Background: an optimization exercise with open tools, aiming at small area and a short achievable clock period. Do not read the settings as production practice. At most, simulation tests tie the RTL to the original design; equivalence was not proved. For runs 1 to 4, only the layout was checked, not whether the RTL still works.

**flow/config.mk**
```make
export PLATFORM = sky130hd
export DESIGN_NAME = cordic
export DESIGN_NICKNAME = cordic
export VERILOG_FILES = /design/flow/design.v
export SDC_FILE = /design/flow/constraint.sdc
export NUM_CORES = 4
export LEC_CHECK = 0
export CAP_MARGIN = 20
export CORE_MARGIN = 2
export CORE_UTILIZATION = 40
export PLACE_DENSITY = 0.6
export SLEW_MARGIN = 20
export SYNTH_HIERARCHICAL = 1
export SYNTH_MINIMUM_KEEP_SIZE = 1000
```
**flow/flow/run.sh**
```bash
#!/bin/bash
# Layout with the standard flow (standard synthesis, floorplan, placement, CTS, routing);
# the only change is a larger setup margin for the resizer's repair_timing, so that it keeps
# improving the slowest paths past the point where they just meet the clock period.
set -euo pipefail
bash standard.sh SETUP_SLACK_MARGIN=6 finish > standard_flow.log 2>&1
```
**flow/design.v**
```verilog
module lut (
    input        [7:0]  index,
    output logic [15:0] value
);
    always_comb begin
        case (index)
            8'd0: value = 16'h0001;
            8'd1: value = 16'h4dbc;
            8'd2: value = 16'h4dbc;
            8'd3: value = 16'h679f;
            8'd4: value = 16'h4db7;
            8'd5: value = 16'h3e2c;
            8'd6: value = 16'h33cf;
            8'd7: value = 16'h2c68;
            8'd8: value = 16'h26db;
            8'd9: value = 16'h228a;
            8'd10: value = 16'h1f16;
            8'd11: value = 16'h1c42;
            8'd12: value = 16'h19e7;
            8'd13: value = 16'h17e9;
            8'd14: value = 16'h1634;
            8'd15: value = 16'h14b9;
            8'd16: value = 16'h136d;
            8'd17: value = 16'h1249;
            8'd18: value = 16'h1145;
            8'd19: value = 16'h105c;
            8'd20: value = 16'h0f8b;
            8'd21: value = 16'h0ecd;
            8'd22: value = 16'h0e21;
            8'd23: value = 16'h0d84;
            8'd24: value = 16'h0cf3;
            8'd25: value = 16'h0c6f;
            8'd26: value = 16'h0bf4;
            8'd27: value = 16'h0b83;
            8'd28: value = 16'h0b1a;
            8'd29: value = 16'h0ab8;
            8'd30: value = 16'h0a5c;
            8'd31: value = 16'h0a07;
            8'd32: value = 16'h09b6;
            8'd33: value = 16'h096b;
            8'd34: value = 16'h0924;
            8'd35: value = 16'h08e1;
            8'd36: value = 16'h08a2;
            8'd37: value = 16'h0866;
            8'd38: value = 16'h082e;
            8'd39: value = 16'h07f8;
            8'd40: value = 16'h07c5;
            8'd41: value = 16'h0795;
            8'd42: value = 16'h0766;
            8'd43: value = 16'h073a;
            8'd44: value = 16'h0710;
            8'd45: value = 16'h06e8;
            8'd46: value = 16'h06c2;
            8'd47: value = 16'h069d;
            8'd48: value = 16'h0679;
            8'd49: value = 16'h0658;
            8'd50: value = 16'h0637;
            8'd51: value = 16'h0618;
            8'd52: value = 16'h05fa;
            8'd53: value = 16'h05dd;
            8'd54: value = 16'h05c1;
            8'd55: value = 16'h05a6;
            8'd56: value = 16'h058d;
            8'd57: value = 16'h0574;
            8'd58: value = 16'h055c;
            8'd59: value = 16'h0544;
            8'd60: value = 16'h052e;
            8'd61: value = 16'h0518;
            8'd62: value = 16'h0503;
            8'd63: value = 16'h04ef;
            8'd64: value = 16'h04db;
            8'd65: value = 16'h04c8;
            8'd66: value = 16'h04b5;
            8'd67: value = 16'h04a3;
            8'd68: value = 16'h0492;
            8'd69: value = 16'h0481;
            8'd70: value = 16'h0470;
            8'd71: value = 16'h0460;
            8'd72: value = 16'h0451;
            8'd73: value = 16'h0442;
            8'd74: value = 16'h0433;
            8'd75: value = 16'h0425;
            8'd76: value = 16'h0417;
            8'd77: value = 16'h0409;
            8'd78: value = 16'h03fc;
            8'd79: value = 16'h03ef;
            8'd80: value = 16'h03e2;
            8'd81: value = 16'h03d6;
            8'd82: value = 16'h03ca;
            8'd83: value = 16'h03be;
            8'd84: value = 16'h03b3;
            8'd85: value = 16'h03a8;
            8'd86: value = 16'h039d;
            8'd87: value = 16'h0392;
            8'd88: value = 16'h0388;
            8'd89: value = 16'h037e;
            8'd90: value = 16'h0374;
            8'd91: value = 16'h036a;
            8'd92: value = 16'h0361;
            8'd93: value = 16'h0357;
            8'd94: value = 16'h034e;
            8'd95: value = 16'h0345;
            8'd96: value = 16'h033c;
            8'd97: value = 16'h0334;
            8'd98: value = 16'h032c;
            8'd99: value = 16'h0323;
            8'd100: value = 16'h031b;
            8'd101: value = 16'h0313;
            8'd102: value = 16'h030c;
            8'd103: value = 16'h0304;
            8'd104: value = 16'h02fd;
            8'd105: value = 16'h02f5;
            8'd106: value = 16'h02ee;
            8'd107: value = 16'h02e7;
            8'd108: value = 16'h02e0;
            8'd109: value = 16'h02da;
            8'd110: value = 16'h02d3;
            8'd111: value = 16'h02cc;
            8'd112: value = 16'h02c6;
            8'd113: value = 16'h02c0;
            8'd114: value = 16'h02ba;
            8'd115: value = 16'h02b4;
            8'd116: value = 16'h02ae;
            8'd117: value = 16'h02a8;
            8'd118: value = 16'h02a2;
            8'd119: value = 16'h029c;
            8'd120: value = 16'h0297;
            8'd121: value = 16'h0291;
            8'd122: value = 16'h028c;
            8'd123: value = 16'h0287;
            8'd124: value = 16'h0281;
            8'd125: value = 16'h027c;
            8'd126: value = 16'h0277;
            8'd127: value = 16'h0272;
            8'd128: value = 16'h026d;
            8'd129: value = 16'h0268;
            8'd130: value = 16'h0264;
            8'd131: value = 16'h025f;
            8'd132: value = 16'h025a;
            8'd133: value = 16'h0256;
            8'd134: value = 16'h0251;
            8'd135: value = 16'h024d;
            8'd136: value = 16'h0249;
            8'd137: value = 16'h0244;
            8'd138: value = 16'h0240;
            8'd139: value = 16'h023c;
            8'd140: value = 16'h0238;
            8'd141: value = 16'h0234;
            8'd142: value = 16'h0230;
            8'd143: value = 16'h022c;
            8'd144: value = 16'h0228;
            8'd145: value = 16'h0224;
            8'd146: value = 16'h0221;
            8'd147: value = 16'h021d;
            8'd148: value = 16'h0219;
            8'd149: value = 16'h0216;
            8'd150: value = 16'h0212;
            8'd151: value = 16'h020f;
            8'd152: value = 16'h020b;
            8'd153: value = 16'h0208;
            8'd154: value = 16'h0204;
            8'd155: value = 16'h0201;
            8'd156: value = 16'h01fe;
            8'd157: value = 16'h01fa;
            8'd158: value = 16'h01f7;
            8'd159: value = 16'h01f4;
            8'd160: value = 16'h01f1;
            8'd161: value = 16'h01ee;
            8'd162: value = 16'h01eb;
            8'd163: value = 16'h01e8;
            8'd164: value = 16'h01e5;
            8'd165: value = 16'h01e2;
            8'd166: value = 16'h01df;
            8'd167: value = 16'h01dc;
            8'd168: value = 16'h01d9;
            8'd169: value = 16'h01d6;
            8'd170: value = 16'h01d4;
            8'd171: value = 16'h01d1;
            8'd172: value = 16'h01ce;
            8'd173: value = 16'h01cc;
            8'd174: value = 16'h01c9;
            8'd175: value = 16'h01c6;
            8'd176: value = 16'h01c4;
            8'd177: value = 16'h01c1;
            8'd178: value = 16'h01bf;
            8'd179: value = 16'h01bc;
            8'd180: value = 16'h01ba;
            8'd181: value = 16'h01b7;
            8'd182: value = 16'h01b5;
            8'd183: value = 16'h01b2;
            8'd184: value = 16'h01b0;
            8'd185: value = 16'h01ae;
            8'd186: value = 16'h01ab;
            8'd187: value = 16'h01a9;
            8'd188: value = 16'h01a7;
            8'd189: value = 16'h01a5;
            8'd190: value = 16'h01a2;
            8'd191: value = 16'h01a0;
            8'd192: value = 16'h019e;
            8'd193: value = 16'h019c;
            8'd194: value = 16'h019a;
            8'd195: value = 16'h0198;
            8'd196: value = 16'h0196;
            8'd197: value = 16'h0193;
            8'd198: value = 16'h0191;
            8'd199: value = 16'h018f;
            8'd200: value = 16'h018d;
            8'd201: value = 16'h018b;
            8'd202: value = 16'h0189;
            8'd203: value = 16'h0188;
            8'd204: value = 16'h0186;
            8'd205: value = 16'h0184;
            8'd206: value = 16'h0182;
            8'd207: value = 16'h0180;
            8'd208: value = 16'h017e;
            8'd209: value = 16'h017c;
            8'd210: value = 16'h017a;
            8'd211: value = 16'h0179;
            8'd212: value = 16'h0177;
            8'd213: value = 16'h0175;
            8'd214: value = 16'h0173;
            8'd215: value = 16'h0172;
            8'd216: value = 16'h0170;
            8'd217: value = 16'h016e;
            8'd218: value = 16'h016d;
            8'd219: value = 16'h016b;
            8'd220: value = 16'h0169;
            8'd221: value = 16'h0168;
            8'd222: value = 16'h0166;
            8'd223: value = 16'h0164;
            8'd224: value = 16'h0163;
            8'd225: value = 16'h0161;
            8'd226: value = 16'h0160;
            8'd227: value = 16'h015e;
            8'd228: value = 16'h015d;
            8'd229: value = 16'h015b;
            8'd230: value = 16'h015a;
            8'd231: value = 16'h0158;
            8'd232: value = 16'h0157;
            8'd233: value = 16'h0155;
            8'd234: value = 16'h0154;
            8'd235: value = 16'h0152;
            8'd236: value = 16'h0151;
            8'd237: value = 16'h014f;
            8'd238: value = 16'h014e;
            8'd239: value = 16'h014c;
            8'd240: value = 16'h014b;
            8'd241: value = 16'h014a;
            8'd242: value = 16'h0148;
            8'd243: value = 16'h0147;
            8'd244: value = 16'h0146;
            8'd245: value = 16'h0144;
            8'd246: value = 16'h0143;
            8'd247: value = 16'h0142;
            8'd248: value = 16'h0140;
            8'd249: value = 16'h013f;
            8'd250: value = 16'h013e;
            8'd251: value = 16'h013d;
            8'd252: value = 16'h013b;
            8'd253: value = 16'h013a;
            8'd254: value = 16'h0139;
            8'd255: value = 16'h0138;
            default: value = 16'h0000;
        endcase
    end
endmodule
module cordic # (parameter DATA_WIDTH = 16) (
    input                       clk,
    input                       rst_n,
    input                       start,
    input  [2:0]                mode,
    input  [3:0]                shift,
    input  [DATA_WIDTH*2 - 1 : 0] opa,
    input  [DATA_WIDTH*2 - 1 : 0] opb,
    output logic [DATA_WIDTH*2 - 1 : 0] data_o
);
    logic [6:1] vld;
    always_ff @(posedge clk or negedge rst_n) begin
        if (!rst_n)     vld <= '0;
        else if (start) vld <= {vld[5:1], 1'b1};
    end
    wire [15:0] ar = opa[31:16];
    wire [15:0] ai = opa[15:0];
    wire [15:0] br = opb[31:16];
    wire [15:0] bi = opb[15:0];
    wire x_small = (&ar[15:8]) | ~(|ar[15:8]);
    wire y_small = (&ai[15:8]) | ~(|ai[15:8]);
    wire w_small = (&br[15:8]) | ~(|br[15:8]);
    wire pre_shift = x_small & y_small;
    wire vec_in = ~mode[2] & (|mode[1:0]);
    wire [15:0] nbi = ~bi + 16'd1;
    wire [15:0] zs = mode[2] ? nbi : br;
    logic signed [18:0] x1_in, y1_in;
    logic [15:0] z1_in;
    cordic_pre u_pre (.ar(ar), .ai(ai), .ps(pre_shift), .zs(zs), .vec(vec_in), .sx(ar[15]), .sy(ai[15]),
                      .x1(x1_in), .y1(y1_in), .z1(z1_in));
    logic signed [18:0] x1, y1;
    logic [15:0] z1;
    logic        vec1, ps1, ws1, m2_1;
    logic [1:0]  md1;
    logic [3:0]  sft1;
    logic [7:0]  w1;
    always_ff @(posedge clk) begin
        if (start) begin
            x1   <= x1_in;
            y1   <= y1_in;
            z1   <= z1_in;
            vec1 <= vec_in;
            md1  <= mode[1:0];
            m2_1 <= mode[2];
            ps1  <= pre_shift;
            ws1  <= w_small;
            sft1 <= shift;
            w1   <= w_small ? br[7:0] : br[15:8];
        end
    end
    logic [5:0] cshift, shamt_1;
    always_comb begin
        if (w1 == 8'd1)      cshift = 6'd15;
        else if (w1 == 8'd2) cshift = 6'd16;
        else                 cshift = 6'd17;
        if (ps1 & ~ws1)      cshift = cshift + 6'd16;
        else if (ps1 == ws1) cshift = cshift + 6'd8;
        if (m2_1) shamt_1 = cshift - {2'b00, sft1};
        else      shamt_1 = ps1 ? 6'd23 : 6'd15;
    end
    logic [53:0] r1b;
    cordic_rot2 #(.K(1)) u_rot1 (.x(x1), .y(y1), .z(z1), .vec(vec1), .r(r1b));
    logic signed [18:0] x2, y2;
    logic [15:0] z2;
    logic        vec2;
    logic [1:0]  md2;
    logic [5:0]  sh2;
    logic [7:0]  w2;
    always_ff @(posedge clk) begin
        if (start) begin
            {x2, y2, z2} <= r1b;
            vec2 <= vec1;
            md2  <= md1;
            sh2  <= shamt_1;
            w2   <= m2_1 ? w1 : 8'd1;    
        end
    end
    logic [53:0] r2b;
    cordic_rot2 #(.K(3)) u_rot3 (.x(x2), .y(y2), .z(z2), .vec(vec2), .r(r2b));
    logic signed [18:0] x3, y3;
    logic [15:0] z3;
    logic        vec3;
    logic [1:0]  md3;
    logic [5:0]  sh3;
    logic [7:0]  w3;
    always_ff @(posedge clk) begin
        if (start) begin
            {x3, y3, z3} <= r2b;
            vec3 <= vec2;
            md3  <= md2;
            sh3  <= sh2;
            w3   <= w2;
        end
    end
    logic [53:0] r3b;
    cordic_rot2 #(.K(5)) u_rot5 (.x(x3), .y(y3), .z(z3), .vec(vec3), .r(r3b));
    logic signed [18:0] x4, y4;
    logic [15:0] z4;
    logic        vec4;
    logic [1:0]  md4;
    logic [5:0]  sh4;
    logic [7:0]  w4;
    always_ff @(posedge clk) begin
        if (start) begin
            {x4, y4, z4} <= r3b;
            vec4 <= vec3;
            md4  <= md3;
            sh4  <= sh3;
            w4   <= w3;
        end
    end
    logic [53:0] r4b;
    logic [7:0] bneg_4, bone_4, btwo_4;
    cordic_rot78 u_rot7 (.x(x4), .y(y4), .z(z4), .vec(vec4), .w(w4), .r(r4b),
                         .bneg(bneg_4), .bone(bone_4), .btwo(btwo_4));
    logic signed [18:0] x5, y5;
    logic [15:0] z5;
    logic        vec5;
    logic [1:0]  md5;
    logic [5:0]  sh5;
    logic [7:0]  bneg5, bone5, btwo5;
    always_ff @(posedge clk) begin
        if (start) begin
            {x5, y5, z5} <= r4b;
            vec5  <= vec4;
            md5   <= md4;
            sh5   <= sh4;
            bneg5 <= bneg_4;
            bone5 <= bone_4;
            btwo5 <= btwo_4;
        end
    end
    wire neg9 = vec5 ? y5[18] : ~z5[15];
    wire signed [18:0] x5s = x5 >>> 9;
    wire signed [18:0] y5s = y5 >>> 9;
    wire [15:0] z9 = neg9 ? z5 - 16'd20 : z5 + 16'd20;
    logic signed [34:0] px_n, py_n;
    cordic_mul9 u_mulx (.bneg(bneg5), .bone(bone5), .btwo(btwo5), .x(x5), .v(y5s[9:0]), .vneg(neg9),  .p(px_n));
    cordic_mul9 u_muly (.bneg(bneg5), .bone(bone5), .btwo(btwo5), .x(y5), .v(x5s[9:0]), .vneg(~neg9), .p(py_n));
    logic signed [34:0] px, py;
    logic [15:0] z6;
    logic        vec6;
    logic [1:0]  md6;
    logic [5:0]  sh6;
    always_ff @(posedge clk) begin
        if (start) begin
            px   <= px_n;
            py   <= py_n;
            z6   <= z9;
            vec6 <= vec5;
            md6  <= md5;
            sh6  <= sh5;
        end
    end
    logic [31:0] dout;
    cordic_out u_out (.px(px), .py(py), .z(z6), .vec(vec6), .md(md6), .sh(sh6), .dout(dout));
    assign data_o = vld[6] ? dout : 32'd0;
endmodule
module cordic_pre (
    input  logic [15:0] ar, ai,
    input  logic ps,
    input  logic [15:0] zs,
    input  logic vec, sx, sy,
    output logic signed [18:0] x1, y1,
    output logic [15:0] z1
);
    wire signed [17:0] a = {{2{ar[15]}}, ar};
    wire signed [17:0] b = {{2{ai[15]}}, ai};
    wire signed [17:0] sa  = a + b;
    wire signed [17:0] sb  = a - b;
    wire signed [17:0] sna = ~a + ~b + 18'd2;
    wire signed [17:0] snb = b - a;
    function automatic [18:0] scl(input logic signed [17:0] v, input logic p);
        scl = p ? {v[10:0], 8'b0} : {v[17], v};
    endfunction
    logic [1:0] qe;
    always_comb begin
        if (!vec)      qe = zs[15:14];
        else if (sy)   qe = 2'b01;
        else if (sx)   qe = 2'b10;
        else           qe = 2'b11;
    end
    logic signed [17:0] x1v, y1v;
    always_comb begin
        case (qe)
            2'b00:   begin x1v = sb;  y1v = sa;  end
            2'b01:   begin x1v = sna; y1v = sb;  end
            2'b10:   begin x1v = snb; y1v = sna; end
            default: begin x1v = sa;  y1v = snb; end
        endcase
    end
    assign x1 = scl(x1v, ps);
    assign y1 = scl(y1v, ps);
    always_comb begin
        if (!vec)          z1 = {2'b00, zs[13:0]} - 16'd8192;
        else if (sy & sx)  z1 = {2'b11, zs[13:0]} - 16'd8192;
        else               z1 = {sy, sx, zs[13:0]} + 16'd8192;
    end
endmodule
module cordic_rot2 #(parameter K = 1) (
    input  logic signed [18:0] x, y,
    input  logic [15:0] z,
    input  logic vec,
    output logic [53:0] r
);
    localparam [159:0] ATAN = {
        16'd20, 16'd40, 16'd81, 16'd162, 16'd325,
        16'd651, 16'd1297, 16'd2555, 16'd4836, 16'd8192
    };
    function automatic [53:0] urot(input logic signed [18:0] x, input logic signed [18:0] y,
                                   input logic [15:0] z, input logic vec, input integer k);
        logic neg;
        logic signed [18:0] xn, yn;
        logic [15:0] zn;
        neg = vec ? y[18] : ~z[15];
        if (neg) begin
            xn = x - (y >>> k);
            yn = y + (x >>> k);
            zn = z - ATAN[16*k +: 16];
        end else begin
            xn = x + (y >>> k);
            yn = y - (x >>> k);
            zn = z + ATAN[16*k +: 16];
        end
        urot = {xn, yn, zn};
    endfunction
    logic [53:0] ra;
    assign ra = urot(x, y, z, vec, K);
    assign r = urot(ra[53:35], ra[34:16], ra[15:0], vec, K + 1);
endmodule
module cordic_rot78 #(parameter K = 7) (
    input  logic signed [18:0] x, y,
    input  logic [15:0] z,
    input  logic vec,
    input  logic [7:0] w,
    output logic [53:0] r,
    output logic [7:0] bneg, bone, btwo
);
    logic [15:0] kval;
    lut l1 (.index(w), .value(kval));
    always_comb begin : p_booth
        logic [16:0] kk;
        logic b2, b1, b0;
        kk = {1'b0, kval};
        for (int j = 0; j < 8; j++) begin
            b2 = kk[2*j+1];
            b1 = kk[2*j];
            b0 = (j == 0) ? 1'b0 : kk[2*j-1];
            bneg[j] = b2 & ~(b1 & b0);
            bone[j] = b1 ^ b0;
            btwo[j] = (b2 & ~b1 & ~b0) | (~b2 & b1 & b0);
        end
    end
    localparam [159:0] ATAN = {
        16'd20, 16'd40, 16'd81, 16'd162, 16'd325,
        16'd651, 16'd1297, 16'd2555, 16'd4836, 16'd8192
    };
    function automatic [53:0] urot(input logic signed [18:0] x, input logic signed [18:0] y,
                                   input logic [15:0] z, input logic vec, input integer k);
        logic neg;
        logic signed [18:0] xn, yn;
        logic [15:0] zn;
        neg = vec ? y[18] : ~z[15];
        if (neg) begin
            xn = x - (y >>> k);
            yn = y + (x >>> k);
            zn = z - ATAN[16*k +: 16];
        end else begin
            xn = x + (y >>> k);
            yn = y - (x >>> k);
            zn = z + ATAN[16*k +: 16];
        end
        urot = {xn, yn, zn};
    endfunction
    logic [53:0] ra;
    assign ra = urot(x, y, z, vec, K);
    assign r = urot(ra[53:35], ra[34:16], ra[15:0], vec, K + 1);
endmodule
module cordic_rot1 #(parameter K = 9) (
    input  logic signed [18:0] x, y,
    input  logic [15:0] z,
    input  logic vec,
    output logic [53:0] r
);
    localparam [159:0] ATAN = {
        16'd20, 16'd40, 16'd81, 16'd162, 16'd325,
        16'd651, 16'd1297, 16'd2555, 16'd4836, 16'd8192
    };
    function automatic [53:0] urot(input logic signed [18:0] x, input logic signed [18:0] y,
                                   input logic [15:0] z, input logic vec, input integer k);
        logic neg;
        logic signed [18:0] xn, yn;
        logic [15:0] zn;
        neg = vec ? y[18] : ~z[15];
        if (neg) begin
            xn = x - (y >>> k);
            yn = y + (x >>> k);
            zn = z - ATAN[16*k +: 16];
        end else begin
            xn = x + (y >>> k);
            yn = y - (x >>> k);
            zn = z + ATAN[16*k +: 16];
        end
        urot = {xn, yn, zn};
    endfunction
    assign r = urot(x, y, z, vec, K);
endmodule
module cordic_mul9 (
    input  logic [7:0] bneg, bone, btwo,
    input  logic signed [18:0] x,
    input  logic signed [9:0] v,
    input  logic vneg,
    output logic signed [34:0] p
);
    logic [17:0][34:0] r;
    logic [11:0][34:0] l1;
    logic [7:0][34:0]  l2;
    logic [5:0][34:0]  l3;
    logic [3:0][34:0]  l4;
    logic [2:0][34:0]  l5;
    logic [1:0][34:0]  l6;
    function automatic [69:0] csa(input logic [34:0] a, input logic [34:0] b, input logic [34:0] c);
        csa = {a ^ b ^ c, ((a & b) | (a & c) | (b & c)) << 1};
    endfunction
    always_comb begin : p_rows
        logic [19:0] m, pp;
        logic [10:0] mv, ppv;
        logic nv;
        for (int j = 0; j < 8; j++) begin
            m = bone[j] ? {x[18], x} : (btwo[j] ? {x, 1'b0} : 20'd0);
            pp = m ^ {20{bneg[j]}};
            r[j] = ({15'd0, ~pp[19], pp[18:0]} << (2*j)) | ((j > 0) ? ({34'd0, bneg[j-1]} << (2*j-2)) : 35'd0);
            nv = bneg[j] ^ vneg;
            mv = bone[j] ? {v[9], v} : (btwo[j] ? {v, 1'b0} : 11'd0);
            ppv = mv ^ {11{nv}};
            r[8+j] = ({24'd0, ~ppv[10], ppv[9:0]} << (2*j)) | ((j > 0) ? ({34'd0, bneg[j-1] ^ vneg} << (2*j-2)) : 35'd0);
        end
        r[16] = 35'h555580000 + 35'h7FEAAAC00;
        r[17] = ({34'd0, bneg[7]} << 14) + ({34'd0, bneg[7] ^ vneg} << 14);
        for (int j = 0; j < 6; j++) {l1[2*j+1], l1[2*j]} = csa(r[3*j], r[3*j+1], r[3*j+2]);
        for (int j = 0; j < 4; j++) {l2[2*j+1], l2[2*j]} = csa(l1[3*j], l1[3*j+1], l1[3*j+2]);
        for (int j = 0; j < 2; j++) {l3[2*j+1], l3[2*j]} = csa(l2[3*j], l2[3*j+1], l2[3*j+2]);
        l3[4] = l2[6];
        l3[5] = l2[7];
        for (int j = 0; j < 2; j++) {l4[2*j+1], l4[2*j]} = csa(l3[3*j], l3[3*j+1], l3[3*j+2]);
        {l5[1], l5[0]} = csa(l4[0], l4[1], l4[2]);
        l5[2] = l4[3];
        {l6[1], l6[0]} = csa(l5[0], l5[1], l5[2]);
    end
    assign p = l6[0] + l6[1];
endmodule
module cordic_out (
    input  logic signed [34:0] px, py,
    input  logic [15:0] z,
    input  logic vec,
    input  logic [1:0] md,
    input  logic [5:0] sh,
    output logic [31:0] dout
);
    function automatic [15:0] sat16(input logic signed [34:0] p, input logic [5:0] sh);
        logic [34:0] r;
        logic [19:0] e;
        logic ok;
        r = p >>> sh;
        e[19] = 1'b1;
        for (int j = 18; j >= 0; j--) e[j] = e[j+1] & (p[15+j] == p[34]);
        ok = (sh >= 6'd20) ? 1'b1 : e[sh];
        sat16 = ok ? r[15:0] : (p[34] ? 16'h8000 : 16'h7fff);
    endfunction
    wire [15:0] m0 = sat16(px, sh);
    wire [15:0] m1 = sat16(py, sh);
    always_comb begin
        if (!vec)               dout = {m0, m1};
        else if (md == 2'd1)    dout = {z, 16'd0};
        else if (md == 2'd2)    dout = {m0, 16'd0};
        else                    dout = {m0, z};
    end
endmodule
```
**flow/constraint.sdc**
```tcl
create_clock -name core_clock -period 13.0 [get_ports {clk}]
set_input_delay 2.6000 -clock core_clock [delete_from_list [all_inputs] [get_ports {clk}]]
set_output_delay 2.6000 -clock core_clock [all_outputs]
set_load 0.01 [all_outputs]
```
**flow/standard.sh**
```bash
#!/bin/bash
# synth_recipe.tcl (not shown) runs the flow's synth.tcl, then flattens the netlist and writes it again
# the make line also repeats each setting of config.mk as NAME=value (left out here)
make -C /OpenROAD-flow-scripts/flow DESIGN_CONFIG=/design/flow/config.mk WORK_HOME=/design/flow/orfs CLKGATE_MAP_FILE= SYNTH_SCRIPT=/design/flow/synth_recipe.tcl "${@:-finish}"
```
==> results of run 1 <==
[cells in the mapped netlist (82+ instances only)]
| cell type | number |
|---|---|
| sky130_fd_sc_hd__nor2_1 | 507 |
| sky130_fd_sc_hd__nand2_1 | 722 |
| sky130_fd_sc_hd__a21o_1 | 141 |
| sky130_fd_sc_hd__xor2_1 | 410 |
| sky130_fd_sc_hd__nor2b_1 | 121 |
| sky130_fd_sc_hd__xnor2_1 | 775 |
| sky130_fd_sc_hd__o21a_1 | 82 |
| sky130_fd_sc_hd__a21oi_1 | 557 |
| sky130_fd_sc_hd__and2_1 | 90 |
| sky130_fd_sc_hd__ha_1 | 827 |
| sky130_fd_sc_hd__clkbuf_1 | 368 |
| sky130_fd_sc_hd__nor3_1 | 161 |
| sky130_fd_sc_hd__nand3_1 | 106 |
| sky130_fd_sc_hd__o21ai_0 | 503 |
| sky130_fd_sc_hd__fa_1 | 430 |
| sky130_fd_sc_hd__edfxtp_1 | 466 |
| sky130_fd_sc_hd__inv_1 | 751 |
| sky130_fd_sc_hd__nand2b_1 | 90 |
| sky130_fd_sc_hd__mux2i_1 | 97 |
| sky130_fd_sc_hd__a22oi_1 | 317 |
[path summary, 6_finish.rpt]
kind | endpoint | slack (ps) | cells past startpoint
max in group asynchronous | vld[4] | 10620 | 1
worst max-delay path | y3[17] | 6150 | 28
worst min register to register | md2[0] | 420 | 0
worst min-delay path | md2[0] | 420 | 0
worst max register to register | y3[17] | 6150 | 28
min in group asynchronous | vld[3] | 2180 | 1
[per-stage QoR]
step | utilization, % | cell area (um2)
floorplan | - | 76710
global route | 44.64 | 84980
CTS | 43.61 | 83030
detailed placement | 41.94 | 79840
global placement | 41.92 | 79820
finish | 44.64 | 84980
[modules after synthesis (local to each module, per instance)]
module	times used	cell area (um2)	flip-flops and latches	cells
cordic_mul9	2	12890	0	1558
lut	1	3131	0	497
cordic	1	37560	472	3810
cordic_rot78	1	5916	0	817
cordic_out	1	4324	0	604
[per-layer routing]
metal  global-route usage (%)  up-vias  wire, um
li1                         -    31190         -
met5                        0        -         0
met2                    37.65     2439    106900
met3                    3.538      412     18350
met1                    32.01    32040    105000
met4                    6.769        0      7198
[cells in the final DEF, fill, tap and decap left out, drive strengths merged, types with 60 or more instances in the layout]
cell           netlist  routed
ha                 827     827
xnor2              779     779
inv                758     762
nand2              723     723
a21oi              559     559
o21ai              528     528
nor2               508     508
edfxtp             466     466
fa                 430     430
xor2               411     411
a22oi              317     317
buf                131     296
nor3               163     163
a21o               141     141
nor2b              121     121
nand3              106     106
clkdlybuf4s50        0     104
mux2i               97      97
and2                91      91
nand2b              90      90
o21a                82      83
a31oi               76      76
mux2                72      74
clkbuf             368      72
a211oi              67      67
o21bai              65      65
o211ai              64      64
o31ai               60      60
[flip-flops by register name, indices dropped and copies added, names as in the netlist, 18 cells and up]
| register | cells |
|---|---|
| y4 | 19 |
| y2 | 19 |
| y3 | 19 |
| px | 35 |
| py | 35 |
| x1 | 18 |
| y5 | 19 |
| x5 | 19 |
| x3 | 19 |
| x4 | 19 |
| x2 | 19 |
| y1 | 19 |
[cells by family (layout without fill, tap and decap cells)]
group           after synthesis  count (layout)  share of synthesized area [%]
simple gates               2114            2114                          13.12
mux                         217             219                          3.737
compound gates             2328            2329                          19.90
other cells                   1               1                       0.004889
fa+ha+maj                  1257            1257                          24.71
buf+inv                    1264            1286                          6.404
xor+xnor                   1191            1191                          13.68
flops                       472             472                          18.44
[area by class of cell]
type | count | share of cell area, %
clock inverter | 47 | 0.6007
clock buffer | 63 | 1.730
sequential | 472 | 16.64
timing repair buffer | 411 | 4.685
multi-input combinational | 7111 | 69.20
inverter | 765 | 3.444
tap | 2511 | 3.697
[repair_timing]
| item | CTS | global route |
|---|---|---|
| endpoints found under the setup margin | 186 | 112 |
| gates resized for setup | 127 | 212 |
| gates cloned | 4 | 10 |
| pin swaps | 8 | 58 |
| endpoints found under the hold margin | 0 | 0 |
| buffers inserted | 61 | 113 |
==> flow_metrics.py, run 1 <==
metrics = {
    "cts": {
        "tritoncts_num_sinks": 472,
        "max-clock-path-buffers": 3,
        "tritoncts": "built",
        "clk_latency_ps": 740,
        "cts_buffers": 58,
        "clock_slew_at_the_register_clock_pins_of_the_worst_setup_and_hold_paths_ps": 60,
        "ctsHoldBuffers": 0,
        "ctsHtreeMaxLevel": 2,
        "clock_root_buffer_master": "sky130_fd_sc_hd__clkbuf_16",
    },
    "sta": {
        "report.final.hold_viol_count": 0,
        "final.setup_skew_ps": 94.12,
        "layout_worst_path_cycle_share_pct": 52.69,
        "setup_violations": 0,
        "final.setup.worst_slack_ps": 6150,
        "slew_viol_final": 0,
        "rsz0062_at_grt": "yes",
        "relSlewSlack_pct": 27.29,
        "timing.setup.tns_ps": 0,
        "tightest_slew_ps": 1091,
        "timing.final.crit_period_ps": 6850,
        "worst_hold_check_slack_ps": 415.7,
        "max_clock_freq_mhz": 146.0,
    },
    "die": {
        "core.rowCount": 160,
        "dieArea_um2": 195300,
        "coreArea_um2": 190400,
        "pin_count": 106,
        "die_width_um": 441.9,
        "initial_utilization_pct": 40.29,
        "y_dimension_of_the_die_um": 441.9,
    },
    "finish": {
        "seq_area_um2": 14140,
        "final-instance-count-excl-fill": 11380,
        "final.fill_count": 18330,
        "antenna_cells": 0,
        "area_delta_synth_final_pct": 10.79,
        "multiInputGateArea_um2": 58810,
        "nets": 10150,
        "drive_above_1_share_pct": 9.302,
    },
    "grt": {
        "number_of_global_route_vias_before_repair": 65010,
        "grt_start_max_net_pins": 130,
        "gr-usage-all-layers_pct": 23.27,
        "grt_ovf": 0,
        "grt_pass1_wl_um": 369200,
        "antenna_found_initial": 2,
    },
    "logic_synthesis": {
        "synth-async-reset-ratio_pct": 1.271,
        "post_synth_num_cell_types": 121,
        "edff_count_synth": 466,
        "netlist.area_leader.share_pct": 18.24,
        "synthesis.instances": 8844,
        "synth.yosys.seq_area_share_pct": 18.44,
        "ys.warnings.count": 15,
        "netlist_top_cells_area": "sky130_fd_sc_hd__edfxtp_1 18%, sky130_fd_sc_hd__ha_1 13%, sky130_fd_sc_hd__fa_1 11%",
        "synth_area_um2": 76710,
        "syn-mean-instance-area_um2": 8.673,
        "synth_area_leader_cell": "sky130_fd_sc_hd__edfxtp_1",
        "ys.flop_type": "sky130_fd_sc_hd__edfxtp_1",
        "mappedNetlistNets": 10180,
        "synth.ff_latch_count": 472,
    },
    "drt": {
        "drt_first_pass_iters": 8,
        "route.detailed.drc": 0,
        "detailed_router_s_first_iteration_violation_count": 5591,
        "totalWireLength_um": 237500,
        "vias_per_cell": 5.807,
        "dr_total_vias": 66080,
        "wire_per_inst_um": 20.87,
        "detail-route-antenna-nets": 0,
    },
    "critical_path": {
        "timing.critical_path.from_type": "flop",
        "setup.worst_path.end_class": "flop",
        "criticalPathCategory": "reg -> reg",
        "timing.critical_path.from": "x2[7]",
        "cpLargestDelayFamily": "compound AO/OA/AOI/OAI gates",
        "timing.critical_path.required_ps": 13480,
        "critical_path_buf_inv_count": 2,
        "crit-reg2reg-launch": "x2[7]",
        "worst_path_most_repeated_cell": "sky130_fd_sc_hd__a21o_1",
        "crit_path_max_incr_delay_ps": 590,
        "worst_path_max_delay_cell": "sky130_fd_sc_hd__or4_4",
        "cp_data_arrival_time_ps": 7330,
        "cp_max_fo": 8,
    },
    "flow_run": {
        "drv_cap": 0,
    },
    "outcome": {
        "status": "finished clean",
    },
    "placed_design": {
        "dpl.hpwl_um": 176500,
        "placedCellCount": 11080,
        "place.gp.congestion": 0.9320,
        "io_buffer_count": 105,
        "place_worst_setup_slack_ps": 4372,
    },
    "worst_hold_path": {
        "worstHoldPathType": "reg -> reg",
        "min-delay-start": "md1[0]",
    },
}
==> run 2: changes to the inputs <==
--- a/flow/flow/run.sh
+++ b/flow/flow/run.sh
@@ -5,2 +5,2 @@
 set -euo pipefail
-bash standard.sh SETUP_SLACK_MARGIN=6 finish > standard_flow.log 2>&1
+bash standard.sh SETUP_SLACK_MARGIN=5.5 finish > standard_flow.log 2>&1
==> flow_metrics.py, run 2 <==
metrics = {
    "sta": {
        "max_clock_freq_mhz": 136.9,
        "tightest_slew_ps": 1011,
        "slew_viol_final": 0,
        "report.final.hold_viol_count": 0,
        "timing.setup.tns_ps": 0,
        "timing.final.crit_period_ps": 7305,
        "rsz0062_at_grt": "yes",
        "setup_violations": 0,
        "layout_worst_path_cycle_share_pct": 56.19,
        "final.setup_skew_ps": 38.99,
        "relSlewSlack_pct": 32.60,
    },
    "logic_synthesis": {
        "synthesis.instances": 8844,
        "syn-mean-instance-area_um2": 8.673,
        "synth.ff_latch_count": 472,
        "post_synth_num_cell_types": 121,
        "netlist_top_cells_area": "sky130_fd_sc_hd__edfxtp_1 18%, sky130_fd_sc_hd__ha_1 13%, sky130_fd_sc_hd__fa_1 11%",
        "netlist_top_cells_count": "827 x sky130_fd_sc_hd__ha_1, 775 x sky130_fd_sc_hd__xnor2_1, 751 x sky130_fd_sc_hd__inv_1, 722 x sky130_fd_sc_hd__nand2_1, 557 x sky130_fd_sc_hd__a21oi_1",
        "synth_area_leader_cell": "sky130_fd_sc_hd__edfxtp_1",
        "synth-async-reset-ratio_pct": 1.271,
        "ys.flop_type": "sky130_fd_sc_hd__edfxtp_1",
        "synth_area_um2": 76710,
        "synth.yosys.seq_area_share_pct": 18.44,
        "mappedNetlistNets": 10180,
        "ys.warnings.count": 15,
        "netlist.area_leader.share_pct": 18.24,
        "synth.most_common_cell": "sky130_fd_sc_hd__ha_1",
        "edff_count_synth": 466,
    },
    "cts": {
        "tritoncts_num_sinks": 472,
        "cts_buffers": 58,
        "clock_root_buffer_master": "sky130_fd_sc_hd__clkbuf_16",
        "tritoncts": "built",
        "clock_slew_at_the_register_clock_pins_of_the_worst_setup_and_hold_paths_ps": 60,
        "ctsHtreeMaxLevel": 2,
        "ctsHoldBuffers": 0,
        "clk_latency_ps": 710,
        "max-clock-path-buffers": 3,
    },
    "die": {
        "coreArea_um2": 190400,
        "dieArea_um2": 195300,
        "core.rowCount": 160,
        "die_width_um": 441.9,
        "initial_utilization_pct": 40.29,
        "pin_count": 106,
        "y_dimension_of_the_die_um": 441.9,
    },
    "finish": {
        "final_common_cell": "sky130_fd_sc_hd__ha_1",
        "nets": 10020,
        "layout_top_registers": "px (35), py (35)",
        "antenna_cells": 0,
        "area_delta_synth_final_pct": 7.732,
        "seq_area_um2": 14140,
        "layout.cells.most_common_list": "827 x sky130_fd_sc_hd__ha_1, 769 x sky130_fd_sc_hd__xnor2_1, 746 x sky130_fd_sc_hd__inv_1, 722 x sky130_fd_sc_hd__nand2_1, 553 x sky130_fd_sc_hd__a21oi_1",
        "finalInstanceArea_um2": 82640,
        "drive_above_1_share_pct": 6.512,
        "final.fill_count": 18570,
        "multiInputGateArea_um2": 58020,
        "final-instance-count-excl-fill": 11250,
    },
    "grt": {
        "antenna_found_initial": 2,
        "gr-usage-all-layers_pct": 22.85,
        "groute.layer.met3.usage_pct": 3.430,
        "grt-busiest-layer": "met2",
        "groute.layer.met1.usage_pct": 31.40,
        "grt_pass1_wl_um": 363800,
        "grt_start_max_net_pins": 154,
        "grt_ovf": 0,
        "grtUsageMet2_pct": 37.02,
        "number_of_global_route_vias_before_repair": 64410,
    },
    "placed_design": {
        "placedCellCount": 11090,
        "io_buffer_count": 105,
        "place_area_um2": 79890,
        "place.gp.congestion": 0.9412,
        "dpl.hpwl_um": 174600,
    },
    "critical_path": {
        "timing.critical_path.from_type": "flop",
        "cp_data_arrival_time_ps": 4700,
        "timing.critical_path.required_ps": 10400,
        "cp_max_fo": 36,
        "regToRegSetupSlack_ps": 5810,
        "criticalPathCategory": "reg -> out",
        "r2r_end": "px[34]",
        "worst_reg2reg_path_depth": 23,
        "crit-reg2reg-launch": "y5[18]",
        "setup.worst_path.end_class": "output port",
    },
    "drt": {
        "wire_per_inst_um": 20.49,
        "route.detailed.drc": 0,
        "dr_total_vias": 65210,
        "detail-route-antenna-nets": 0,
        "vias_per_cell": 5.797,
        "drt_first_pass_iters": 6,
        "totalWireLength_um": 230500,
        "detailed_router_s_first_iteration_violation_count": 5658,
    },
    "outcome": {
        "status": "finished clean",
    },
    "worst_hold_path": {
        "hold-path-endpoint": "md4[1]",
        "worstHoldPathType": "reg -> reg",
        "min-delay-start": "md3[1]",
        "hold-path-cell-count": 0,
    },
    "flow_run": {
        "drv_cap": 0,
    },
}
-- run 2: cell families after synthesis --
group           Yosys count  synth area share, %
mux                     217                3.737
buf+inv                1264                6.404
compound gates         2328                19.90
other cells               1             0.004889
flops                   472                18.44
simple gates           2114                13.12
fa+ha+maj              1257                24.71
xor+xnor               1191                13.68
-- run 2: worst max-delay path by stage --
stage	startpoint	end	slack [ps]	depth (start not counted)
after floorplan	vec3	y4[17]	5880	28
after global placement	vec1	x2[18]	4440	31
after detailed placement	vec1	x2[18]	4400	31
after CTS	x2[5]	y3[17]	5500	27
after global routing	vec1	x2[17]	5410	31
final	sh6[0]	data_o[27]	5700	11
-- run 2: what timing repair did --
action | 4_1_cts | 5_1_grt
pin swaps | 0 | 7
gates cloned | 2 | 1
resized for setup | 34 | 61
setup endpoints to repair | 103 | 103
hold endpoints to repair | 0 | 0
setup buffers | 10 | 37
-- run 2: area by class of cell --
cell class | count | area share [%]
multi-input combinational | 7111 | 70.21
clock buffer | 71 | 1.879
clock inverter | 39 | 0.4133
timing repair buffer | 280 | 3.072
inverter | 765 | 3.508
tap | 2511 | 3.802
sequential | 472 | 17.12
-- run 2: stage by stage --
step	setup slack, ps	util [%]	hold slack [ps]
detailed placement	4395	41.96	404.5
CTS	5503	43.11	418.2
finish	5695	43.41	417.0
global route	5414	43.41	425.2
floorplan	5883	-	400.3
global placement	4440	41.95	400.3
-- run 2: critical path, cell delays in order, from the launching register on --
cell                              delay (ps)
sky130_fd_sc_hd__edfxtp_1                470
sky130_fd_sc_hd__clkinvlp_4              270
sky130_fd_sc_hd__buf_4                   460
sky130_fd_sc_hd__a2111oi_1               170
sky130_fd_sc_hd__o21ai_0                 390
sky130_fd_sc_hd__a22oi_2                 130
sky130_fd_sc_hd__o211ai_2                410
sky130_fd_sc_hd__nor2_1                  100
sky130_fd_sc_hd__a211oi_2                580
sky130_fd_sc_hd__nor3_1                  130
sky130_fd_sc_hd__and2_1                  300
sky130_fd_sc_hd__clkdlybuf4s50_1         570
-- run 2: metal layers --
| metal | vias up | routed length (um) |
|---|---|---|
| li1 | 30940 | - |
| met1 | 31650 | 103800 |
| met2 | 2238 | 103600 |
| met3 | 385 | 16110 |
| met4 | 0 | 6973 |
| met5 | - | 0 |
-- run 2: per-module statistics from Yosys, one instance, submodules excluded --
module,flops+latches,copies in the design
cordic_rot78,0,1
cordic_mul9,0,2
cordic_out,0,1
lut,0,1
cordic,472,1
==> run 3: changes to the inputs <==
--- a/flow/flow/run.sh
+++ b/flow/flow/run.sh
@@ -5,2 +5,2 @@
 set -euo pipefail
-bash standard.sh SETUP_SLACK_MARGIN=5.5 finish > standard_flow.log 2>&1
+bash standard.sh SETUP_SLACK_MARGIN=6.5 finish > standard_flow.log 2>&1
==> flow_metrics.py, run 3 <==
metrics = {
    "cts": {
        "ctsHtreeMaxLevel": 2,
        "tritoncts": "built",
        "clk_latency_ps": 700,
        "cts_buffers": 57,
        "clock_root_buffer_master": "sky130_fd_sc_hd__clkbuf_16",
        "ctsHoldBuffers": 0,
        "tritoncts_num_sinks": 472,
        "max-clock-path-buffers": 3,
        "clock_slew_at_the_register_clock_pins_of_the_worst_setup_and_hold_paths_ps": 60,
    },
    "logic_synthesis": {
        "synth.most_common_cell": "sky130_fd_sc_hd__ha_1",
        "netlist_top_cells_count": "827 x sky130_fd_sc_hd__ha_1, 775 x sky130_fd_sc_hd__xnor2_1, 751 x sky130_fd_sc_hd__inv_1, 722 x sky130_fd_sc_hd__nand2_1, 557 x sky130_fd_sc_hd__a21oi_1",
        "mappedNetlistNets": 10180,
        "ys.flop_type": "sky130_fd_sc_hd__edfxtp_1",
        "synth.yosys.seq_area_share_pct": 18.44,
        "synthesis.instances": 8844,
        "synth_area_um2": 76710,
        "ys.warnings.count": 15,
        "edff_count_synth": 466,
        "synth_area_leader_cell": "sky130_fd_sc_hd__edfxtp_1",
        "synth.ff_latch_count": 472,
        "syn-mean-instance-area_um2": 8.673,
        "netlist_top_cells_area": "sky130_fd_sc_hd__edfxtp_1 18%, sky130_fd_sc_hd__ha_1 13%, sky130_fd_sc_hd__fa_1 11%",
        "netlist.area_leader.share_pct": 18.24,
        "post_synth_num_cell_types": 121,
        "synth-async-reset-ratio_pct": 1.271,
    },
    "finish": {
        "finalInstanceArea_um2": 89780,
        "layout.cells.most_common_list": "783 x sky130_fd_sc_hd__ha_1, 739 x sky130_fd_sc_hd__xnor2_1, 716 x sky130_fd_sc_hd__nand2_1, 714 x sky130_fd_sc_hd__inv_1",
        "area_delta_synth_final_pct": 17.04,
        "nets": 10400,
        "drive_above_1_share_pct": 15.40,
        "layout_top_registers": "px (35), py (35)",
        "final_common_cell": "sky130_fd_sc_hd__ha_1",
        "antenna_cells": 0,
    },
    "grt": {
        "gr-usage-all-layers_pct": 24.42,
        "grt-busiest-layer": "met2",
        "number_of_global_route_vias_before_repair": 66580,
        "grtUsageMet2_pct": 40.22,
        "antenna_found_initial": 2,
        "grt_pass1_wl_um": 383300,
        "groute.layer.met1.usage_pct": 32.57,
        "grt_ovf": 0,
        "groute.layer.met3.usage_pct": 3.535,
        "grt_start_max_net_pins": 82,
    },
    "placed_design": {
        "dpl.hpwl_um": 177000,
        "io_buffer_count": 105,
        "place.gp.congestion": 0.9234,
        "place_area_um2": 79960,
    },
    "drt": {
        "route.detailed.drc": 0,
        "dr_total_vias": 67500,
        "totalWireLength_um": 249400,
        "vias_per_cell": 5.808,
        "drt_first_pass_iters": 7,
        "detailed_router_s_first_iteration_violation_count": 5752,
        "wire_per_inst_um": 21.46,
        "detail-route-antenna-nets": 0,
    },
    "critical_path": {
        "worst_path_most_repeated_cell": "sky130_fd_sc_hd__fa_1",
        "criticalPathCategory": "reg -> reg",
        "timing.critical_path.from_type": "flop",
        "cp_data_arrival_time_ps": 7010,
        "ordered_cell_list_for_the_critical_path": "buf_8, nor2b_4, buf_4, a22oi_1, xnor2_1, fa_1, inv_1, fa_1, fa_1, fa_1, fa_1, inv_2, fa_2, ha_4, a21o_1, a311o_1, a2111oi_4, a21bo_4, a21o_1, a31oi_1, a21oi_1",
        "timing.critical_path.required_ps": 13420,
        "cp_max_fo": 17,
        "crit_path_max_incr_delay_ps": 570,
        "regToRegSetupSlack_ps": 6410,
        "worst_path_max_delay_cell": "sky130_fd_sc_hd__fa_1",
        "setup.worst_path.end_class": "flop",
    },
    "die": {
        "core.rowCount": 160,
        "die_width_um": 441.9,
        "initial_utilization_pct": 40.29,
        "y_dimension_of_the_die_um": 441.9,
        "dieArea_um2": 195300,
        "coreArea_um2": 190400,
        "pin_count": 106,
    },
    "sta": {
        "timing.final.crit_period_ps": 6590,
        "timing.setup.tns_ps": 0,
        "tightest_slew_ps": 986.9,
        "relSlewSlack_pct": 34.21,
        "slew_viol_final": 0,
        "layout_worst_path_cycle_share_pct": 50.69,
        "setup_violations": 0,
        "max_clock_freq_mhz": 151.7,
        "rsz0062_at_grt": "yes",
        "final.setup_skew_ps": 41.43,
        "report.final.hold_viol_count": 0,
    },
    "outcome": {
        "status": "finished clean",
    },
    "flow_run": {
        "drv_cap": 0,
    },
    "worst_hold_path": {
        "worstHoldPathType": "reg -> reg",
    },
}
[run 3: final timing paths]
check / start / end / cells after the start
worst max-delay path: btwo5[1] / px[34] / 21
worst min-delay path: sh2[5] / sh3[5] / 0
min in group asynchronous: rst_n / vld[6] / 1
worst max register to register: btwo5[1] / px[34] / 21
worst min register to register: sh2[5] / sh3[5] / 0
max in group asynchronous: rst_n / vld[2] / 1
[run 3: cell families (layout without fill, tap and decap cells)]
logic type	after synthesis	count (layout)	share of synthesized area, %
other	1	1	0.004889
AO/OA/AOI/OAI	2328	2329	19.90
adder cells (fa/ha/maj)	1257	1257	24.71
flip-flops	472	472	18.44
XOR/XNOR	1191	1191	13.68
AND/OR/NAND/NOR	2114	2116	13.12
multiplexers	217	219	3.737
buffers and inverters	1264	1526	6.404
[run 3: layout make-up]
type                            count  area, um2
Clock buffer                       65       1478
Multi-Input combinational cell   7113      60980
Timing Repair inverter              2      13.76
Clock inverter                     39      447.9
Timing Repair Buffer              655       6635
Fill cell                       17890     100600
Sequential cell                   472      14140
Inverter                          765       2934
Tap cell                         2511       3142
[run 3: metal layers]
layer  wire length (um)  share of wire [%]  vias up
met1             106900                 43    32800
met5                 17             0.0068        -
met4               9691                3.9        2
met2             114800                 46     2534
li1                   -                  -    31690
met3              17970                7.2      483
[run 3: repair_timing]
item / 4_1_cts / 5_1_grt
buffers inserted: 273 / 139
cloned: 24 / 5
setup endpoints to repair: 203 / 129
pin swaps: 185 / 284
resized for setup: 487 / 381
[run 3: modules after synthesis, one instance, submodules excluded]
module        times used  area, um2
cordic                 1      37560
cordic_mul9            2      12890
cordic_out             1       4324
cordic_rot78           1       5916
lut                    1       3131
[run 3: through the flow]
stage / instances / hold WS (ps) / utilization [%] / setup slack [ps]
after global placement: 11080 / 401.0 / 41.99 / 4817
after global routing: 11620 / 422.2 / 47.16 / 6220
after detailed placement: 11080 / 404.5 / 42.00 / 5065
after floorplan: 8844 / 400.3 / - / 6444
final: 11620 / 417.2 / 47.16 / 6410
after CTS: 11480 / 417.5 / 45.63 / 6364
[run 3: critical path: cells and delay by family (launching register included)]
family | cells | cell delay [ps]
buffers and inverters | 4 | 490
xor gates and xnor gates | 1 | 190
AOI/OAI and AO/OA | 8 | 1610
and+or+nand+nor | 1 | 290
DFF | 1 | 400
adders and majority gates | 7 | 3320
==> run 4: changes to the inputs <==
--- a/flow/flow/run.sh
+++ b/flow/flow/run.sh
@@ -5,2 +5,2 @@
 set -euo pipefail
-bash standard.sh SETUP_SLACK_MARGIN=6.5 finish > standard_flow.log 2>&1
+bash standard.sh SETUP_SLACK_MARGIN=6 finish > standard_flow.log 2>&1
--- a/flow/config.mk
+++ b/flow/config.mk
@@ -7,3 +7,3 @@
 export LEC_CHECK = 0
-export CAP_MARGIN = 20
+export CAP_MARGIN = 5
 export CORE_MARGIN = 2
@@ -11,3 +11,3 @@
 export PLACE_DENSITY = 0.6
-export SLEW_MARGIN = 20
+export SLEW_MARGIN = 5
 export SYNTH_HIERARCHICAL = 1
==> flow_metrics.py, run 4 <==
metrics = {
    "outcome": {
        "status": "finished clean",
    },
    "logic_synthesis": {
        "synth-async-reset-ratio_pct": 1.271,
        "synth_top_family_by_area": "adder cells",
        "synthAdderAreaFrac_pct": 24.71,
        "synth.ff_latch_count": 472,
        "synth_area_leader_cell": "sky130_fd_sc_hd__edfxtp_1",
        "netlist.area_leader.share_pct": 18.24,
        "ys.flop_type": "sky130_fd_sc_hd__edfxtp_1",
        "synthMuxAreaShare_pct": 3.737,
        "netlist_top_cells_count": "827 x sky130_fd_sc_hd__ha_1, 775 x sky130_fd_sc_hd__xnor2_1, 751 x sky130_fd_sc_hd__inv_1, 722 x sky130_fd_sc_hd__nand2_1, 557 x sky130_fd_sc_hd__a21oi_1",
        "ys.warnings.count": 15,
        "synth_area_um2": 76710,
        "mappedNetlistNets": 10180,
        "post_synth_num_cell_types": 121,
        "synth-simple-area-share_pct": 13.12,
        "netlist_top_cells_area": "sky130_fd_sc_hd__edfxtp_1 18%, sky130_fd_sc_hd__ha_1 13%, sky130_fd_sc_hd__fa_1 11%",
        "edff_count_synth": 466,
        "syn-mean-instance-area_um2": 8.673,
        "synth-compound-area-share_pct": 19.90,
        "synth.yosys.seq_area_share_pct": 18.44,
        "synth_xor_xnor_area_share_pct": 13.68,
        "synthesis.instances": 8844,
        "synth.most_common_cell": "sky130_fd_sc_hd__ha_1",
    },
    "critical_path": {
        "timing.critical_path.from_type": "flop",
        "critical_path_buf_inv_count": 5,
        "worst_reg2reg_path_depth": 28,
        "worst_path_max_delay_cell": "sky130_fd_sc_hd__a311o_2",
        "cp.depth": 13,
        "criticalPathCategory": "reg -> out",
        "crit-reg2reg-launch": "x2[7]",
        "setup.worst_path.end_class": "output port",
        "cp_data_arrival_time_ps": 4300,
        "cp_max_fo": 25,
        "r2r_end": "y3[17]",
        "regToRegSetupSlack_ps": 6200,
        "timing.critical_path.from": "sh6[1]",
        "crit_path_max_incr_delay_ps": 520,
        "endpoint": "data_o[11]",
        "timing.critical_path.required_ps": 10400,
        "ordered_cell_list_for_the_critical_path": "buf_12, buf_16, clkinvlp_4, buf_4, a21oi_1, nor2_1, a2111oi_1, a31oi_1, a311o_2, a2111oi_1, o21ai_1, and2_1, clkdlybuf4s50_1",
        "worst_path_most_repeated_cell": "sky130_fd_sc_hd__a2111oi_1",
        "cpLargestDelayFamily": "compound AO/OA/AOI/OAI gates",
    },
    "finish": {
        "area_delta_synth_final_pct": 10.46,
        "final.fill_count": 18380,
        "seq_area_um2": 14140,
        "drive_above_1_share_pct": 9.141,
        "multiInputGateArea_um2": 58730,
        "layout.cells.most_common_list": "816 x sky130_fd_sc_hd__ha_1, 763 x sky130_fd_sc_hd__xnor2_1, 744 x sky130_fd_sc_hd__inv_1, 720 x sky130_fd_sc_hd__nand2_1, 537 x sky130_fd_sc_hd__a21oi_1",
        "final-instance-count-excl-fill": 11370,
        "nets": 10140,
        "final_core_utilization_pct": 44.51,
        "finalInstanceArea_um2": 84730,
        "final_common_cell": "sky130_fd_sc_hd__ha_1",
        "layout_top_registers": "px (35), py (35)",
    },
    "sta": {
        "timing.final.crit_period_ps": 6898,
        "timing.setup.tns_ps": 0,
        "setup_violations": 0,
        "tightest_slew_ps": 1182,
        "slew_viol_final": 0,
        "worst_hold_check_slack_ps": 418.0,
        "rsz0062_at_grt": "yes",
        "layout_worst_path_cycle_share_pct": 53.06,
        "report.final.hold_viol_count": 0,
        "max_clock_freq_mhz": 145.0,
        "relSlewSlack_pct": 20.68,
        "final.setup.worst_slack_ps": 6102,
        "final.setup_skew_ps": 78.34,
    },
    "die": {
        "dieArea_um2": 195300,
        "core.rowCount": 160,
        "coreArea_um2": 190400,
        "die_width_um": 441.9,
        "y_dimension_of_the_die_um": 441.9,
        "pin_count": 106,
        "initial_utilization_pct": 40.29,
    },
    "grt": {
        "grt_pass1_wl_um": 368000,
        "grt_start_max_net_pins": 130,
        "antenna_found_initial": 3,
        "gr-usage-all-layers_pct": 23.21,
        "grt_ovf": 0,
        "number_of_global_route_vias_before_repair": 64850,
    },
    "drt": {
        "totalWireLength_um": 235900,
        "detail-route-antenna-nets": 0,
        "detailed_router_s_first_iteration_violation_count": 5550,
        "drt_first_pass_iters": 6,
        "dr_total_vias": 65880,
        "vias_per_cell": 5.793,
        "wire_per_inst_um": 20.74,
        "route.detailed.drc": 0,
    },
    "cts": {
        "clock_root_buffer_master": "sky130_fd_sc_hd__clkbuf_16",
        "clk_latency_ps": 730,
        "tritoncts_num_sinks": 472,
        "max-clock-path-buffers": 3,
        "tritoncts": "built",
        "cts_buffers": 58,
        "clock_slew_at_the_register_clock_pins_of_the_worst_setup_and_hold_paths_ps": 60,
        "ctsHtreeMaxLevel": 2,
    },
    "placed_design": {
        "io_buffer_count": 105,
        "placedCellCount": 11080,
        "place.gp.congestion": 0.9320,
        "place_worst_setup_slack_ps": 4440,
        "dpl.hpwl_um": 176500,
        "place_area_um2": 79820,
    },
    "flow_run": {
        "drv_cap": 0,
    },
    "worst_hold_path": {
        "min-delay-start": "w2[7]",
        "worstHoldPathType": "reg -> reg",
    },
}
-- run 4: changes by cell type in the layout (fill, tap and decap cells not counted), sizes merged, moves of 5 or more --
cell | before | now
buf | 531 | 294
bufbuf | 16 | 2
clkbuf | 69 | 64
clkdlybuf4s50 | 74 | 103
clkinvlp | 8 | 14
dlygate4sd2 | 22 | 0
dlymetal6s2s | 6 | 1
-- run 4: layout make-up --
| cell class | count | share of cell area, % |
|---|---|---|
| multi-input cells | 7111 | 69.31 |
| clock inverters | 49 | 0.6069 |
| flip-flops and latches | 472 | 16.69 |
| well taps | 2511 | 3.708 |
| inverters | 765 | 3.442 |
| repair buffers | 404 | 4.516 |
| diodes | 1 | 0.002953 |
| clock buffers | 60 | 1.722 |
-- run 4: cells by family after synthesis --
logic type	Yosys count
buffers and inverters	1264
other	1
and+or+nand+nor	2114
muxes	217
AOI/OAI and AO/OA	2328
DFF	472
adders and majority gates	1257
xor gates and xnor gates	1191
-- run 4: per-module statistics from Yosys, one instance, submodules excluded --
module / cell area (um2) / cells / flops+latches
cordic: 37560 / 3810 / 472
lut: 3131 / 497 / 0
cordic_rot78: 5916 / 817 / 0
cordic_mul9: 12890 / 1558 / 0
cordic_out: 4324 / 604 / 0
-- run 4: what timing repair did --
action | in CTS | in global routing
buffers inserted | 65 | 107
gates resized for setup | 119 | 195
pin swaps | 5 | 62
gates cloned | 6 | 4
endpoints found under the setup margin | 183 | 108
hold buffers | 0 | 0
-- run 4: layer usage --
metal / GRT usage, % / share of wire (%)
met1: 31.95 / 45
met2: 37.80 / 45
met3: 3.391 / 7.2
met4: 6.355 / 2.8
met5: 0 / 0.0030
-- run 4: worst min-delay path by stage --
stage	end	depth (start not counted)
finish	w3[7]	0
global route	sh4[2]	0
CTS	w3[2]	0
detailed placement	md2[0]	0
global placement	md6[1]	0
floorplan	md2[0]	0
==> run 5: changes to the inputs <==
--- a/flow/design.v
+++ b/flow/design.v
@@ -544,31 +544,2 @@
 endmodule
-module cordic_rot1 #(parameter K = 9) (
-    input  logic signed [18:0] x, y,
-    input  logic [15:0] z,
-    input  logic vec,
-    output logic [53:0] r
-);
-    localparam [159:0] ATAN = {
-        16'd20, 16'd40, 16'd81, 16'd162, 16'd325,
-        16'd651, 16'd1297, 16'd2555, 16'd4836, 16'd8192
-    };
-    function automatic [53:0] urot(input logic signed [18:0] x, input logic signed [18:0] y,
-                                   input logic [15:0] z, input logic vec, input integer k);
-        logic neg;
-        logic signed [18:0] xn, yn;
-        logic [15:0] zn;
-        neg = vec ? y[18] : ~z[15];
-        if (neg) begin
-            xn = x - (y >>> k);
-            yn = y + (x >>> k);
-            zn = z - ATAN[16*k +: 16];
-        end else begin
-            xn = x + (y >>> k);
-            yn = y - (x >>> k);
-            zn = z + ATAN[16*k +: 16];
-        end
-        urot = {xn, yn, zn};
-    endfunction
-    assign r = urot(x, y, z, vec, K);
-endmodule
 module cordic_mul9 (
==> flow_metrics.py, run 5 <==
metrics = {
    "outcome": {
        "status": "finished clean",
    },
    "grt": {
        "grt_pass1_wl_um": 366100,
        "number_of_global_route_vias_before_repair": 64110,
        "grt_ovf": 0,
        "antenna_found_initial": 1,
        "grt_start_max_net_pins": 158,
        "gr-usage-all-layers_pct": 23.50,
    },
    "logic_synthesis": {
        "ys.warnings.count": 15,
        "ys.flop_type": "sky130_fd_sc_hd__edfxtp_1",
        "synth.most_common_cell": "sky130_fd_sc_hd__ha_1",
        "synth_area_leader_cell": "sky130_fd_sc_hd__edfxtp_1",
        "synth_xor_xnor_area_share_pct": 13.73,
        "netlist.area_leader.share_pct": 18.32,
        "synth.yosys.seq_area_share_pct": 18.52,
        "synth-async-reset-ratio_pct": 1.271,
        "netlist_top_cells_count": "827 x sky130_fd_sc_hd__ha_1, 770 x sky130_fd_sc_hd__xnor2_1, 745 x sky130_fd_sc_hd__inv_1, 702 x sky130_fd_sc_hd__nand2_1, 544 x sky130_fd_sc_hd__a21oi_1",
        "synth_area_um2": 76390,
        "edff_count_synth": 466,
        "syn-mean-instance-area_um2": 8.658,
        "synthMuxAreaShare_pct": 3.599,
        "synth-simple-area-share_pct": 13.29,
        "mappedNetlistNets": 10150,
        "synth.ff_latch_count": 472,
        "synth-compound-area-share_pct": 19.66,
        "netlist_top_cells_area": "sky130_fd_sc_hd__edfxtp_1 18%, sky130_fd_sc_hd__ha_1 14%, sky130_fd_sc_hd__fa_1 11%",
        "synthesis.instances": 8823,
        "synthAdderAreaFrac_pct": 24.81,
        "post_synth_num_cell_types": 113,
        "synth_top_family_by_area": "adder cells",
    },
    "placed_design": {
        "io_buffer_count": 105,
        "placedCellCount": 11070,
        "place.gp.congestion": 0.9371,
        "dpl.hpwl_um": 176800,
        "place_worst_setup_slack_ps": 4673,
    },
    "cts": {
        "ctsHoldBuffers": 0,
        "tritoncts": "built",
        "cts_buffers": 56,
        "ctsHtreeMaxLevel": 2,
        "clk_latency_ps": 730,
        "clock_slew_at_the_register_clock_pins_of_the_worst_setup_and_hold_paths_ps": 70,
        "tritoncts_num_sinks": 472,
        "max-clock-path-buffers": 3,
        "clock_root_buffer_master": "sky130_fd_sc_hd__clkbuf_16",
    },
    "critical_path": {
        "cp_data_arrival_time_ps": 7250,
        "criticalPathCategory": "reg -> reg",
        "worst_path_most_repeated_cell": "sky130_fd_sc_hd__fa_1",
        "crit-reg2reg-launch": "bone5[0]",
        "worst_reg2reg_path_depth": 21,
        "timing.critical_path.required_ps": 13410,
        "regToRegSetupSlack_ps": 6160,
        "ordered_cell_list_for_the_critical_path": "buf_12, buf_16, nor2b_1, buf_6, a22oi_1, xor2_1, fa_1, fa_1, fa_1, fa_1, fa_1, inv_1, fa_1, ha_4, a21o_1, a311o_1, a2111oi_2, a21bo_2, a21o_1, a31oi_1, a21oi_1",
        "timing.critical_path.from_type": "flop",
        "setup.worst_path.end_class": "flop",
        "crit_path_max_incr_delay_ps": 560,
        "r2r_end": "px[34]",
        "worst_path_max_delay_cell": "sky130_fd_sc_hd__fa_1",
        "cp_max_fo": 33,
    },
    "worst_hold_path": {
        "hold-path-cell-count": 0,
        "hold-path-endpoint": "w3[0]",
        "worstHoldPathType": "reg -> reg",
        "min-delay-start": "w2[0]",
    },
    "die": {
        "coreArea_um2": 190000,
        "dieArea_um2": 194500,
        "pin_count": 106,
        "die_width_um": 441,
        "core.rowCount": 160,
        "initial_utilization_pct": 40.21,
        "y_dimension_of_the_die_um": 441,
    },
    "drt": {
        "detailed_router_s_first_iteration_violation_count": 6389,
        "vias_per_cell": 5.821,
        "drt_first_pass_iters": 6,
        "route.detailed.drc": 0,
        "wire_per_inst_um": 20.95,
        "dr_total_vias": 65840,
        "detail-route-antenna-nets": 0,
        "totalWireLength_um": 237000,
    },
    "finish": {
        "layout.cells.most_common_list": "818 x sky130_fd_sc_hd__ha_1, 760 x sky130_fd_sc_hd__xnor2_1, 741 x sky130_fd_sc_hd__inv_1, 702 x sky130_fd_sc_hd__nand2_1, 530 x sky130_fd_sc_hd__a21oi_1",
        "area_delta_synth_final_pct": 10.20,
        "layout_top_registers": "px (35), py (35)",
        "nets": 10080,
        "antenna_cells": 0,
        "final_common_cell": "sky130_fd_sc_hd__ha_1",
        "final-instance-count-excl-fill": 11310,
        "drive_above_1_share_pct": 8.011,
    },
    "sta": {
        "relSlewSlack_pct": 21.81,
        "rsz0062_at_grt": "no",
        "tightest_slew_ps": 1158,
        "final.setup_skew_ps": 68.01,
        "timing.setup.tns_ps": 0,
        "final.setup.worst_slack_ps": 6158,
        "report.final.hold_viol_count": 0,
        "layout_worst_path_cycle_share_pct": 52.63,
        "max_clock_freq_mhz": 146.2,
        "setup_violations": 0,
        "slew_viol_final": 0,
        "timing.final.crit_period_ps": 6842,
    },
    "flow_run": {
        "drv_cap": 0,
    },
}
## run 5: cell types whose count changed after synthesis, sizes merged, moves of 12 or more
cell    previous run  this run
a21oi            559       546
nor2             508       521
xor2             411       423
nand3            106       121
mux2              72        60
o21a              82        62
nand3b            28        15
nand2            723       702
## run 5: worst max-delay path by stage
stage	from	to	slack [ps]	cells past startpoint
detailed placement	x1[1]	y2[17]	4670	30
finish	bone5[0]	px[34]	6160	21
global route	vec3	y4[18]	5960	27
CTS	sh6[5]	data_o[1]	5980	8
global placement	vec1	y2[18]	4830	32
floorplan	x1[1]	y2[18]	6010	32
## run 5: repair_timing
action | CTS | global route
setup endpoints to repair | 154 | 118
resized for setup | 104 | 182
setup buffers | 38 | 89
pin swaps | 4 | 25
gates cloned | 2 | 10
## run 5: worst max-delay path: cells and delay by family (launching register included)
family / cells / cell delay, ps
DFF: 1 / 420
buffers and inverters: 4 / 700
xor gates and xnor gates: 1 / 200
and+or+nand+nor: 1 / 150
adders and majority gates: 7 / 3340
AOI/OAI and AO/OA: 8 / 1720
## run 5: kinds of logic after synthesis
family,after synthesis
DFF,472
xor gates and xnor gates,1195
AOI/OAI and AO/OA,2299
buffers and inverters,1260
muxes,208
adders and majority gates,1257
and+or+nand+nor,2131
other,1
## run 5: layer usage
layer  vias up  track usage (%)  routed length [um]
li1      31000                -                   -
met1     31880            32.67              104900
met2      2490            37.75              106800
met3       459            3.612               17650
met4         0            6.419                7639
met5         -                0                   0
## run 5: per-module statistics from Yosys, one instance, submodules excluded
module / cell area [um2] / times used / flops+latches / cells inside
lut: 3131 / 1 / 0 / 497
cordic_out: 4324 / 1 / 0 / 604
cordic_mul9: 12890 / 2 / 0 / 1558
cordic_rot78: 5916 / 1 / 0 / 817
cordic: 37240 / 1 / 472 / 3789
## run 5: per-stage QoR
stage	instance area (um2)	util (%)	hold WS [ps]
final	84180	44.31	416.2
after global routing	84180	44.31	425.1
after CTS	82500	43.43	418.9
after detailed placement	79590	41.89	404.5
after global placement	79590	41.89	400.2
after floorplan	76400	-	400.3
## run 5: final cells by class
| class | instances | area (um2) |
|---|---|---|
| Inverter | 758 | 2872 |
| Tap cell | 2511 | 3142 |
| Fill cell | 18250 | 105800 |
| Multi-Input combinational cell | 7093 | 58190 |
| Clock inverter | 45 | 588.1 |
| Sequential cell | 472 | 14140 |
| Timing Repair Buffer | 372 | 3826 |
| Clock buffer | 60 | 1416 |

-- afterwards: timing with drivers on the ports --
In the flow no input, the clock included, has a driving cell. The finished layouts below were timed again as built, in two steps. Step 1 sets driving cells, clkbuf_16 on the clock port and buf_2 on the other inputs (assumed; they add their load-dependent delay and slew). Step 2 adds t to the input delays and takes it off the output delays; t is the mean of the earliest and latest rising clock arrival at the registers after step 1. Input paths then give back, and output paths get back, about the clock's delay inside the block. Slacks: ideal ports / drivers / drivers and shift; pairs: ideal ports / drivers.
| run | t (ns) | setup slack, ns | pins driven straight from the clock port |
|---|---|---|---|
| run 1 | 0.773 | 6.150 / 6.105 / 6.146 | 1 |
| run 2 | 0.774 | 5.695 / 5.611 / 5.813 | 1 |
| run 3 | 0.766 | 6.410 / 6.410 / 6.152 | 1 |
| run 4 | 0.769 | 6.102 / 6.019 / 6.180 | 1 |
| run 5 | 0.770 | 6.158 / 6.111 / 6.124 | 1 |
After both steps every run listed still meets setup and hold. For run 3, which loses most, drivers alone change the setup slack by 0.000 ns; drivers and shift together by -0.258 ns.
